From an optimization exercise on the open Yosys and OpenROAD flow, aimed at small area; shortcuts taken in it are not production practice.
No activity file was given, so power comes from the tool's default toggle rates.

==> inputs of run B <==
// cordic
module cordic (
    input clock,
    input reset,
    output signed [12:0] sine,
    output signed [12:0] cosine
);
    logic [3:0] code;
    logic [7:0] w;
    logic [1:0] q;
    phase_controller pc (.clock(clock), .reset(reset), .code(code), .w(w), .quadrant(q));
    wire [9:0] dirs_a = {code, ~w[7], w[6:2]};
    logic signed [11:0] x6, y6;
    wire [4:0] ts = dirs_a[9:5];
    assign x6 = ({12{ts == 5'd2}} & 12'h7fc)
            | ({12{ts == 5'd3}} & 12'h7fc)
            | ({12{ts == 5'd4}} & 12'h7f1)
            | ({12{ts == 5'd5}} & 12'h7e1)
            | ({12{ts == 5'd6}} & 12'h7c7)
            | ({12{ts == 5'd7}} & 12'h7a7)
            | ({12{ts == 5'd8}} & 12'h782)
            | ({12{ts == 5'd9}} & 12'h754)
            | ({12{ts == 5'd10}} & 12'h71d)
            | ({12{ts == 5'd11}} & 12'h6e1)
            | ({12{ts == 5'd12}} & 12'h69b)
            | ({12{ts == 5'd13}} & 12'h651)
  ...
==> module cordic, before the edit <==
module cordic (
    input clock,
    input reset,
    output signed [12:0] sine,
    output signed [12:0] cosine
);
    logic [3:0] code;
    logic [7:0] w;
    logic [1:0] q;
    phase_controller pc (.clock(clock), .reset(reset), .code(code), .w(w), .quadrant(q));
    wire [9:0] dirs_a = {code, ~w[7], w[6:2]};
    logic signed [11:0] x6, y6;
    wire [4:0] ts = dirs_a[9:5];
    assign x6 = ({12{ts == 5'd2}} & 12'h7fc)
            | ({12{ts == 5'd3}} & 12'h7fc)
            | ({12{ts == 5'd4}} & 12'h7f1)
            | ({12{ts == 5'd5}} & 12'h7e1)
            | ({12{ts == 5'd6}} & 12'h7c7)
            | ({12{ts == 5'd7}} & 12'h7a7)
            | ({12{ts == 5'd8}} & 12'h782)
            | ({12{ts == 5'd9}} & 12'h754)
            | ({12{ts == 5'd10}} & 12'h71d)
            | ({12{ts == 5'd11}} & 12'h6e1)
            | ({12{ts == 5'd12}} & 12'h69b)
            | ({12{ts == 5'd13}} & 12'h651)
            | ({12{ts == 5'd14}} & 12'h5ff)
            | ({12{ts == 5'd15}} & 12'h5a9)
            | ({12{ts == 5'd16}} & 12'h5a5)
            | ({12{ts == 5'd17}} & 12'h549)
            | ({12{ts == 5'd18}} & 12'h4e6)
            | ({12{ts == 5'd19}} & 12'h480)
            | ({12{ts == 5'd20}} & 12'h415)
            | ({12{ts == 5'd21}} & 12'h3a7)
            | ({12{ts == 5'd22}} & 12'h333)
            | ({12{ts == 5'd23}} & 12'h2bd)
            | ({12{ts == 5'd24}} & 12'h252)
            | ({12{ts == 5'd25}} & 12'h1d8)
            | ({12{ts == 5'd26}} & 12'h15a)
            | ({12{ts == 5'd27}} & 12'hdc)
            | ({12{ts == 5'd28}} & 12'h5e)
            | ({12{ts == 5'd29}} & 12'hfe0);
    assign y6 = ({12{ts == 5'd2}} & 12'hfe0)
            | ({12{ts == 5'd3}} & 12'h5e)
            | ({12{ts == 5'd4}} & 12'hdc)
            | ({12{ts == 5'd5}} & 12'h15a)
            | ({12{ts == 5'd6}} & 12'h1d8)
            | ({12{ts == 5'd7}} & 12'h252)
            | ({12{ts == 5'd8}} & 12'h2bd)
            | ({12{ts == 5'd9}} & 12'h333)
            | ({12{ts == 5'd10}} & 12'h3a7)
            | ({12{ts == 5'd11}} & 12'h415)
            | ({12{ts == 5'd12}} & 12'h480)
            | ({12{ts == 5'd13}} & 12'h4e6)
            | ({12{ts == 5'd14}} & 12'h549)
            | ({12{ts == 5'd15}} & 12'h5a5)
            | ({12{ts == 5'd16}} & 12'h5a9)
            | ({12{ts == 5'd17}} & 12'h5ff)
            | ({12{ts == 5'd18}} & 12'h651)
            | ({12{ts == 5'd19}} & 12'h69b)
            | ({12{ts == 5'd20}} & 12'h6e1)
            | ({12{ts == 5'd21}} & 12'h71d)
            | ({12{ts == 5'd22}} & 12'h754)
            | ({12{ts == 5'd23}} & 12'h782)
            | ({12{ts == 5'd24}} & 12'h7a7)
            | ({12{ts == 5'd25}} & 12'h7c7)
            | ({12{ts == 5'd26}} & 12'h7e1)
            | ({12{ts == 5'd27}} & 12'h7f1)
            | ({12{ts == 5'd28}} & 12'h7fc)
            | ({12{ts == 5'd29}} & 12'h7fc);
    logic signed [11:0] x7, y7;
    addsmall #(.W(12), .K(6)) ux7 (.a(12'(x6)), .b(6'(y6 >>> 6)), .sub(dirs_a[4]), .s(x7));
    addsmall #(.W(12), .K(6)) uy7 (.a(12'(y6)), .b(6'(x6 >>> 6)), .sub(~dirs_a[4]), .s(y7));
    logic [9:0] dirs_r1;
    logic [1:0] q_r1;
    logic signed [11:0] x_r1;
    logic signed [11:0] y_r1;
    always_ff @(posedge clock) begin
        dirs_r1 <= dirs_a;
        q_r1 <= q;
        x_r1 <= x7;
        y_r1 <= y7;
    end
    logic signed [11:0] x8, y8;
    addsmall #(.W(12), .K(5)) ux8 (.a(12'(x_r1)), .b(5'(y_r1 >>> 7)), .sub(dirs_r1[3]), .s(x8));
    addsmall #(.W(12), .K(5)) uy8 (.a(12'(y_r1)), .b(5'(x_r1 >>> 7)), .sub(~dirs_r1[3]), .s(y8));
    logic [10:0] x9, y9;
    addfast2 #(.W(11), .K(4)) ux9 (.a(11'(x8)), .b(4'(y8 >>> 8)), .sub(dirs_r1[2]), .s(x9));
    addfast2 #(.W(11), .K(4)) uy9 (.a(11'(y8)), .b(4'(x8 >>> 8)), .sub(~dirs_r1[2]), .s(y9));
    logic [9:0] dirs_r2;
    logic [1:0] q_r2;
    logic [10:0] x_r2;
    logic [10:0] y_r2;
    always_ff @(posedge clock) begin
        dirs_r2 <= dirs_r1;
        q_r2 <= q_r1;
        x_r2 <= x9;
        y_r2 <= y9;
    end
    logic [10:0] x10, y10;
    addfast2 #(.W(11), .K(3)) ux10 (.a(11'(x_r2)), .b(3'(y_r2 >> 9)), .sub(dirs_r2[1]), .s(x10));
    addfast2 #(.W(11), .K(3)) uy10 (.a(11'(y_r2)), .b(3'(x_r2 >> 9)), .sub(~dirs_r2[1]), .s(y10));
    wire mx = q_r2[0] ^ q_r2[1];
    wire my = q_r2[1];
    wire bx = y10[10];
    wire by = x10[10];
    logic signed [2:0] ax, ay;
    assign ax = mx ? (dirs_r2[0] ? 3'd1 + {2'b00, bx} : 3'd1 - {2'b00, bx}) : (dirs_r2[0] ? 3'd0 - {2'b00, bx} : {2'b00, bx});
    assign ay = my ? (dirs_r2[0] ? 3'd1 - {2'b00, by} : 3'd1 + {2'b00, by}) : (dirs_r2[0] ? {2'b00, by} : 3'd0 - {2'b00, by});
    logic [10:0] rx, ry;
    addfast2 #(.W(11), .K(3)) ux11 (.a(x10 ^ {11{mx}}), .b(ax), .sub(1'b0), .s(rx));
    addfast2 #(.W(11), .K(3)) uy11 (.a(y10 ^ {11{my}}), .b(ay), .sub(1'b0), .s(ry));
    assign cosine = {1'b0, ~mx, rx};
    assign sine = {1'b0, ~my, ry};
endmodule
clock: 5.0 ns
lec_check: 0
abc_area: 1
cap_margin: 20
core_margin: 2
core_utilization: 40
place_density: 0.6
slew_margin: 20
run.sh (not shown) runs the stock make flow with config.mk's settings and CLKGATE_MAP_FILE= SYNTH_SCRIPT=/design/flow/synth_recipe.tcl, a recipe that flattens the netlist after the stock synthesis.
==> run P (differences from run B) <==
--- a/flow/design.v
+++ b/flow/design.v
@@ -419,50 +419,50 @@
             | ({12{ts == 5'd25}} & 12'h7c7)
             | ({12{ts == 5'd26}} & 12'h7e1)
             | ({12{ts == 5'd27}} & 12'h7f1)
             | ({12{ts == 5'd28}} & 12'h7fc)
             | ({12{ts == 5'd29}} & 12'h7fc);
     logic signed [11:0] x7, y7;
-    addsmall #(.W(12), .K(6)) ux7 (.a(12'(x6)), .b(6'(y6 >>> 6)), .sub(dirs_a[4]), .s(x7));
-    addsmall #(.W(12), .K(6)) uy7 (.a(12'(y6)), .b(6'(x6 >>> 6)), .sub(~dirs_a[4]), .s(y7));
+    addfast2 #(.W(12), .K(6)) ux7 (.a(12'(x6)), .b(6'(y6 >>> 6)), .sub(dirs_a[4]), .s(x7));
+    addfast2 #(.W(12), .K(6)) uy7 (.a(12'(y6)), .b(6'(x6 >>> 6)), .sub(~dirs_a[4]), .s(y7));
+    logic signed [11:0] x8, y8;
+    addfast2 #(.W(12), .K(5)) ux8 (.a(12'(x7)), .b(5'(y7 >>> 7)), .sub(dirs_a[3]), .s(x8));
+    addfast2 #(.W(12), .K(5)) uy8 (.a(12'(y7)), .b(5'(x7 >>> 7)), .sub(~dirs_a[3]), .s(y8));
     logic [9:0] dirs_r1;
     logic [1:0] q_r1;
     logic signed [11:0] x_r1;
     logic signed [11:0] y_r1;
     always_ff @(posedge clock) begin
         dirs_r1 <= dirs_a;
         q_r1 <= q;
-        x_r1 <= x7;
-        y_r1 <= y7;
+        x_r1 <= x8;
+        y_r1 <= y8;
     end
-    logic signed [11:0] x8, y8;
-    addsmall #(.W(12), .K(5)) ux8 (.a(12'(x_r1)), .b(5'(y_r1 >>> 7)), .sub(dirs_r1[3]), .s(x8));
-    addsmall #(.W(12), .K(5)) uy8 (.a(12'(y_r1)), .b(5'(x_r1 >>> 7)), .sub(~dirs_r1[3]), .s(y8));
     logic [10:0] x9, y9;
-    addfast2 #(.W(11), .K(4)) ux9 (.a(11'(x8)), .b(4'(y8 >>> 8)), .sub(dirs_r1[2]), .s(x9));
-    addfast2 #(.W(11), .K(4)) uy9 (.a(11'(y8)), .b(4'(x8 >>> 8)), .sub(~dirs_r1[2]), .s(y9));
+    addfast2 #(.W(11), .K(4)) ux9 (.a(11'(x_r1)), .b(4'(y_r1 >>> 8)), .sub(dirs_r1[2]), .s(x9));
+    addfast2 #(.W(11), .K(4)) uy9 (.a(11'(y_r1)), .b(4'(x_r1 >>> 8)), .sub(~dirs_r1[2]), .s(y9));
+    logic [10:0] x10, y10;
+    addfast2 #(.W(11), .K(3)) ux10 (.a(11'(x9)), .b(3'(y9 >> 9)), .sub(dirs_r1[1]), .s(x10));
+    addfast2 #(.W(11), .K(3)) uy10 (.a(11'(y9)), .b(3'(x9 >> 9)), .sub(~dirs_r1[1]), .s(y10));
     logic [9:0] dirs_r2;
     logic [1:0] q_r2;
     logic [10:0] x_r2;
     logic [10:0] y_r2;
     always_ff @(posedge clock) begin
         dirs_r2 <= dirs_r1;
         q_r2 <= q_r1;
-        x_r2 <= x9;
-        y_r2 <= y9;
+        x_r2 <= x10;
+        y_r2 <= y10;
     end
-    logic [10:0] x10, y10;
-    addfast2 #(.W(11), .K(3)) ux10 (.a(11'(x_r2)), .b(3'(y_r2 >> 9)), .sub(dirs_r2[1]), .s(x10));
-    addfast2 #(.W(11), .K(3)) uy10 (.a(11'(y_r2)), .b(3'(x_r2 >> 9)), .sub(~dirs_r2[1]), .s(y10));
     wire mx = q_r2[0] ^ q_r2[1];
     wire my = q_r2[1];
-    wire bx = y10[10];
-    wire by = x10[10];
+    wire bx = y_r2[10];
+    wire by = x_r2[10];
     logic signed [2:0] ax, ay;
     assign ax = mx ? (dirs_r2[0] ? 3'd1 + {2'b00, bx} : 3'd1 - {2'b00, bx}) : (dirs_r2[0] ? 3'd0 - {2'b00, bx} : {2'b00, bx});
     assign ay = my ? (dirs_r2[0] ? 3'd1 - {2'b00, by} : 3'd1 + {2'b00, by}) : (dirs_r2[0] ? {2'b00, by} : 3'd0 - {2'b00, by});
     logic [10:0] rx, ry;
-    addfast2 #(.W(11), .K(3)) ux11 (.a(x10 ^ {11{mx}}), .b(ax), .sub(1'b0), .s(rx));
-    addfast2 #(.W(11), .K(3)) uy11 (.a(y10 ^ {11{my}}), .b(ay), .sub(1'b0), .s(ry));
+    addfast2 #(.W(11), .K(3)) ux11 (.a(x_r2 ^ {11{mx}}), .b(ax), .sub(1'b0), .s(rx));
+    addfast2 #(.W(11), .K(3)) uy11 (.a(y_r2 ^ {11{my}}), .b(ay), .sub(1'b0), .s(ry));
     assign cosine = {1'b0, ~mx, rx};
     assign sine = {1'b0, ~my, ry};
 endmodule
==> run D (differences from run B) <==
--- a/flow/design.v
+++ b/flow/design.v
@@ -176,16 +176,16 @@
     logic [7:0] wr;
     logic [5:0] c;
     logic e, r;
     logic [1:0] q;
     wire pre = (cd == 4'd0);
     wire up  = ~q[0];
-    wire endq = up ? (cd == 4'd14) && (wr == 8'h1d || wr == 8'h1e)
-                   : (cd == 4'd1) && (wr == 8'he2 || wr == 8'he1);
-    logic [7:0] up1, dn1;                
-    logic [7:0] upw, upw1, dnw, dnw1;    
+    wire endq = up ? (cd == 4'd14) && !wr[7] && (wr >= 8'h1d)
+                   : (cd == 4'd1) && wr[7] && (wr <= 8'he2);
+    logic [7:0] up1, up2, dn1, dn2;    
+    logic [7:0] upw, dnw;              
     assign up1 = ({8{cd == 0}} & 8'he)
             | ({8{cd == 1}} & 8'h7e)
             | ({8{cd == 2}} & 8'h7e)
             | ({8{cd == 3}} & 8'h76)
             | ({8{cd == 4}} & 8'h7f)
             | ({8{cd == 5}} & 8'h7e)
@@ -194,12 +194,26 @@
             | ({8{cd == 8}} & 8'h7f)
             | ({8{cd == 9}} & 8'h7e)
             | ({8{cd == 10}} & 8'h7e)
             | ({8{cd == 11}} & 8'h76)
             | ({8{cd == 12}} & 8'h7f)
             | ({8{cd == 13}} & 8'h7e);
+    assign up2 = ({8{cd == 0}} & 8'hd)
+            | ({8{cd == 1}} & 8'h7d)
+            | ({8{cd == 2}} & 8'h7d)
+            | ({8{cd == 3}} & 8'h75)
+            | ({8{cd == 4}} & 8'h7e)
+            | ({8{cd == 5}} & 8'h7d)
+            | ({8{cd == 6}} & 8'h7e)
+            | ({8{cd == 7}} & 8'h3f)
+            | ({8{cd == 8}} & 8'h7e)
+            | ({8{cd == 9}} & 8'h7d)
+            | ({8{cd == 10}} & 8'h7d)
+            | ({8{cd == 11}} & 8'h75)
+            | ({8{cd == 12}} & 8'h7e)
+            | ({8{cd == 13}} & 8'h7d);
     assign upw = ({8{cd == 0}} & 8'he1)
             | ({8{cd == 1}} & 8'h81)
             | ({8{cd == 2}} & 8'h80)
             | ({8{cd == 3}} & 8'h88)
             | ({8{cd == 4}} & 8'h81)
             | ({8{cd == 5}} & 8'h81)
@@ -208,26 +222,12 @@
             | ({8{cd == 8}} & 8'h80)
             | ({8{cd == 9}} & 8'h81)
             | ({8{cd == 10}} & 8'h80)
             | ({8{cd == 11}} & 8'h88)
             | ({8{cd == 12}} & 8'h81)
             | ({8{cd == 13}} & 8'h81);
-    assign upw1 = ({8{cd == 0}} & 8'he2)
-            | ({8{cd == 1}} & 8'h82)
-            | ({8{cd == 2}} & 8'h81)
-            | ({8{cd == 3}} & 8'h89)
-            | ({8{cd == 4}} & 8'h82)
-            | ({8{cd == 5}} & 8'h82)
-            | ({8{cd == 6}} & 8'h81)
-            | ({8{cd == 7}} & 8'hc0)
-            | ({8{cd == 8}} & 8'h81)
-            | ({8{cd == 9}} & 8'h82)
-            | ({8{cd == 10}} & 8'h81)
-            | ({8{cd == 11}} & 8'h89)
-            | ({8{cd == 12}} & 8'h82)
-            | ({8{cd == 13}} & 8'h82);
     assign dn1 = ({8{cd == 2}} & 8'h81)
             | ({8{cd == 3}} & 8'h80)
             | ({8{cd == 4}} & 8'h88)
             | ({8{cd == 5}} & 8'h81)
             | ({8{cd == 6}} & 8'h81)
             | ({8{cd == 7}} & 8'h80)
@@ -235,12 +235,25 @@
             | ({8{cd == 9}} & 8'h80)
             | ({8{cd == 10}} & 8'h81)
             | ({8{cd == 11}} & 8'h80)
             | ({8{cd == 12}} & 8'h88)
             | ({8{cd == 13}} & 8'h81)
             | ({8{cd == 14}} & 8'h81);
+    assign dn2 = ({8{cd == 2}} & 8'h82)
+            | ({8{cd == 3}} & 8'h81)
+            | ({8{cd == 4}} & 8'h89)
+            | ({8{cd == 5}} & 8'h82)
+            | ({8{cd == 6}} & 8'h82)
+            | ({8{cd == 7}} & 8'h81)
+            | ({8{cd == 8}} & 8'hc0)
+            | ({8{cd == 9}} & 8'h81)
+            | ({8{cd == 10}} & 8'h82)
+            | ({8{cd == 11}} & 8'h81)
+            | ({8{cd == 12}} & 8'h89)
+            | ({8{cd == 13}} & 8'h82)
+            | ({8{cd == 14}} & 8'h82);
     assign dnw = ({8{cd == 2}} & 8'h7e)
             | ({8{cd == 3}} & 8'h7e)
             | ({8{cd == 4}} & 8'h76)
             | ({8{cd == 5}} & 8'h7f)
             | ({8{cd == 6}} & 8'h7e)
             | ({8{cd == 7}} & 8'h7f)
@@ -248,90 +261,38 @@
             | ({8{cd == 9}} & 8'h7f)
             | ({8{cd == 10}} & 8'h7e)
             | ({8{cd == 11}} & 8'h7e)
             | ({8{cd == 12}} & 8'h76)
             | ({8{cd == 13}} & 8'h7f)
             | ({8{cd == 14}} & 8'h7e);
-    assign dnw1 = ({8{cd == 2}} & 8'h7d)
-            | ({8{cd == 3}} & 8'h7d)
-            | ({8{cd == 4}} & 8'h75)
-            | ({8{cd == 5}} & 8'h7e)
-            | ({8{cd == 6}} & 8'h7d)
-            | ({8{cd == 7}} & 8'h7e)
-            | ({8{cd == 8}} & 8'h3f)
-            | ({8{cd == 9}} & 8'h7e)
-            | ({8{cd == 10}} & 8'h7d)
-            | ({8{cd == 11}} & 8'h7d)
-            | ({8{cd == 12}} & 8'h75)
-            | ({8{cd == 13}} & 8'h7e)
-            | ({8{cd == 14}} & 8'h7d);
     wire can_up = (cd != 4'd14);
-    wire can_dn = (cd != 4'd1) && (cd != 4'd0);
+    wire can_dn = (cd > 4'd1);
     wire hit1 = up ? (wr == up1) : (wr == dn1);
-    logic [7:0] near2;
-    assign near2 = up ? wr + 8'd1 : wr - 8'd1;
-    wire hit2 = up ? (near2 == up1) : (near2 == dn1);
+    wire hit2 = up ? (wr == up2) : (wr == dn2);
     wire xing = (up ? can_up : can_dn) && (hit1 || (e && hit2));
     wire over = e && hit1;             
     logic [7:0] w_step, w_cross;
     addsub #(.W(8)) uw (.a(wr), .b({6'd0, e, ~e}), .sub(~up), .s(w_step));
-    assign w_cross = up ? (over ? upw1 : upw) : (over ? dnw1 : dnw);
-    logic [5:0] c_next;
-    assign c_next = ({6{c == 6'd0}} & 6'he)
-            | ({6{c == 6'd1}} & 6'hf)
-            | ({6{c == 6'd2}} & 6'h10)
-            | ({6{c == 6'd3}} & 6'h11)
-            | ({6{c == 6'd4}} & 6'h12)
-            | ({6{c == 6'd5}} & 6'h13)
-            | ({6{c == 6'd6}} & 6'h14)
-            | ({6{c == 6'd7}} & 6'h15)
-            | ({6{c == 6'd8}} & 6'h16)
-            | ({6{c == 6'd9}} & 6'h17)
-            | ({6{c == 6'd10}} & 6'h18)
-            | ({6{c == 6'd11}} & 6'h19)
-            | ({6{c == 6'd12}} & 6'h1a)
-            | ({6{c == 6'd13}} & 6'h1b)
-            | ({6{c == 6'd14}} & 6'h1c)
-            | ({6{c == 6'd15}} & 6'h1d)
-            | ({6{c == 6'd16}} & 6'h1e)
-            | ({6{c == 6'd17}} & 6'h1f)
-            | ({6{c == 6'd18}} & 6'h20)
-            | ({6{c == 6'd19}} & 6'h21)
-            | ({6{c == 6'd20}} & 6'h22)
-            | ({6{c == 6'd21}} & 6'h23)
-            | ({6{c == 6'd22}} & 6'h24)
-            | ({6{c == 6'd23}} & 6'h25)
-            | ({6{c == 6'd24}} & 6'h26)
-            | ({6{c == 6'd25}} & 6'he)
-            | ({6{c == 6'd26}} & 6'hf)
-            | ({6{c == 6'd27}} & 6'h10)
-            | ({6{c == 6'd28}} & 6'h11)
-            | ({6{c == 6'd29}} & 6'h12)
-            | ({6{c == 6'd30}} & 6'h13)
-            | ({6{c == 6'd31}} & 6'h14)
-            | ({6{c == 6'd32}} & 6'h15)
-            | ({6{c == 6'd33}} & 6'h16)
-            | ({6{c == 6'd34}} & 6'h17)
-            | ({6{c == 6'd35}} & 6'h18)
-            | ({6{c == 6'd36}} & 6'h19)
-            | ({6{c == 6'd37}} & 6'h1a)
-            | ({6{c == 6'd38}} & 6'h1b);
-    wire c_big = (c >= 6'd25);
+    assign w_cross = up ? (over ? upw + 8'd1 : upw) : (over ? dnw - 8'd1 : dnw);
     always_ff @(posedge clock) begin
         if (reset || pre) begin
             c <= '0;
             e <= 1'b0;
             r <= 1'b0;
         end
         else begin
             r <= endq;
             if (r)
                 c <= '0;
+            else if (c >= 6'd25) begin
+                c <= c - 6'd11;
+                e <= 1'b1;
+            end
             else begin
-                c <= c_next;
-                e <= c_big;
+                c <= c + 6'd14;
+                e <= 1'b0;
             end
         end
     end
     always_ff @(posedge clock) begin
         if (reset) begin
             q <= 2'd0;
@@ -419,27 +380,27 @@
             | ({12{ts == 5'd25}} & 12'h7c7)
             | ({12{ts == 5'd26}} & 12'h7e1)
             | ({12{ts == 5'd27}} & 12'h7f1)
             | ({12{ts == 5'd28}} & 12'h7fc)
             | ({12{ts == 5'd29}} & 12'h7fc);
     logic signed [11:0] x7, y7;
-    addsmall #(.W(12), .K(6)) ux7 (.a(12'(x6)), .b(6'(y6 >>> 6)), .sub(dirs_a[4]), .s(x7));
-    addsmall #(.W(12), .K(6)) uy7 (.a(12'(y6)), .b(6'(x6 >>> 6)), .sub(~dirs_a[4]), .s(y7));
+    addfast2 #(.W(12), .K(6)) ux7 (.a(12'(x6)), .b(6'(y6 >>> 6)), .sub(dirs_a[4]), .s(x7));
+    addfast2 #(.W(12), .K(6)) uy7 (.a(12'(y6)), .b(6'(x6 >>> 6)), .sub(~dirs_a[4]), .s(y7));
     logic [9:0] dirs_r1;
     logic [1:0] q_r1;
     logic signed [11:0] x_r1;
     logic signed [11:0] y_r1;
     always_ff @(posedge clock) begin
         dirs_r1 <= dirs_a;
         q_r1 <= q;
         x_r1 <= x7;
         y_r1 <= y7;
     end
     logic signed [11:0] x8, y8;
-    addsmall #(.W(12), .K(5)) ux8 (.a(12'(x_r1)), .b(5'(y_r1 >>> 7)), .sub(dirs_r1[3]), .s(x8));
-    addsmall #(.W(12), .K(5)) uy8 (.a(12'(y_r1)), .b(5'(x_r1 >>> 7)), .sub(~dirs_r1[3]), .s(y8));
+    addfast2 #(.W(12), .K(5)) ux8 (.a(12'(x_r1)), .b(5'(y_r1 >>> 7)), .sub(dirs_r1[3]), .s(x8));
+    addfast2 #(.W(12), .K(5)) uy8 (.a(12'(y_r1)), .b(5'(x_r1 >>> 7)), .sub(~dirs_r1[3]), .s(y8));
     logic [10:0] x9, y9;
     addfast2 #(.W(11), .K(4)) ux9 (.a(11'(x8)), .b(4'(y8 >>> 8)), .sub(dirs_r1[2]), .s(x9));
     addfast2 #(.W(11), .K(4)) uy9 (.a(11'(y8)), .b(4'(x8 >>> 8)), .sub(~dirs_r1[2]), .s(y9));
     logic [9:0] dirs_r2;
     logic [1:0] q_r2;
     logic [10:0] x_r2;
- ABC_AREA: 1 -> not set
==> qor summary <==
Worst reg-to-reg path cell count: run D 19; run P 32; run B 28
Clock Sink Count: run D 78; run P 76; run B 78
Aggregate global-route resource usage: run D 18.6%; run P 20.0%; run B 20.1%
Post-synthesis xor/xnor area fraction: run D 16.3%; run P 13.9%; run B 12.5%
Initial drt markers: run D 392; run P 410; run B 493
Fin cells: run D 1441; run P 1673; run B 1700
Minimum clock period: run D 4.81 ns; run P 4.67 ns; run B 4.78 ns
Highest-power group: run D the clock network; run P sequential cells; run B the clock network
Post-Synth Adder-Cell Area: run D 11.6%; run P 11.2%; run B 11.1%
Crit path from: run D dirs_r2[1]; run P pc.cd[2]; run B dirs_r2[1]
Register share of total power: run D 41.7%; run P 46.2%; run B 44.6%
FFs & Latches: run D 78; run P 76; run B 78
Internal power: run D 1.20 mW; run P 1.04 mW; run B 1.08 mW
Tot Pwr: run D 1.54 mW; run P 1.38 mW; run B 1.43 mW
End point of the critical path: run D sine[4]; run P x_r1[10]; run B sine[3]
DR vias: run D 7875; run P 8442; run B 8453
Most used cell, CP: run D -; run P nand2_1; run B nand2_2
Count of yosys warnings during synthesis: run D 22; run P 22; run B 12
Status: run D complete, no violations; run P complete, no violations; run B complete, no violations
Number of instances resized during post-cts repair: run D 13; run P 2; run B 10
Type of destination of the critical path: run D output port; run P register; run B output port
Die ar.: run D 23200 um2; run P 22900 um2; run B 22800 um2
Vias/cell: run D 5.46; run P 5.05; run B 4.97
Fraction of layout instances using a drive strength above 1: run D 12.1%; run P 11.4%; run B 15.9%
Sequential portion of the cell area: run D 15.7%; run P 15.6%; run B 15.4%
Aggregate routed wire length: run D 21700 um; run P 22500 um; run B 22400 um
Count of TritonRoute iterations in the first routing pass: run D 4; run P 5; run B 5
No run of this note included a check of the RTL's function; only the layout flow was run.

-- re-timing with driven ports --
The results above use ideal ports. As a check the final layouts listed here were re-extracted and re-timed, cells and wires unchanged. Step 1, drivers: a clkbuf_16 drives clock and a buf_2 each remaining input, both assumed. Step 2 also shifts input and output timing later by t, the mid clock arrival at the registers, as if the neighbouring blocks saw the same clock. Slacks: ideal / step 1 / step 2; pairs: ideal / step 1.
run	t, ns	slack for setup (ns)	clock arrival spread, ns	pins driven straight from the clock port
run B	0.376	0.223 / 0.182 / 0.276	0.010 / 0.010	1
run P	0.381	0.333 / 0.292 / 0.333	0.013 / 0.013	1
run D	0.374	0.185 / 0.149 / 0.375	0.008 / 0.008	1
After both steps every run listed still meets setup and hold.
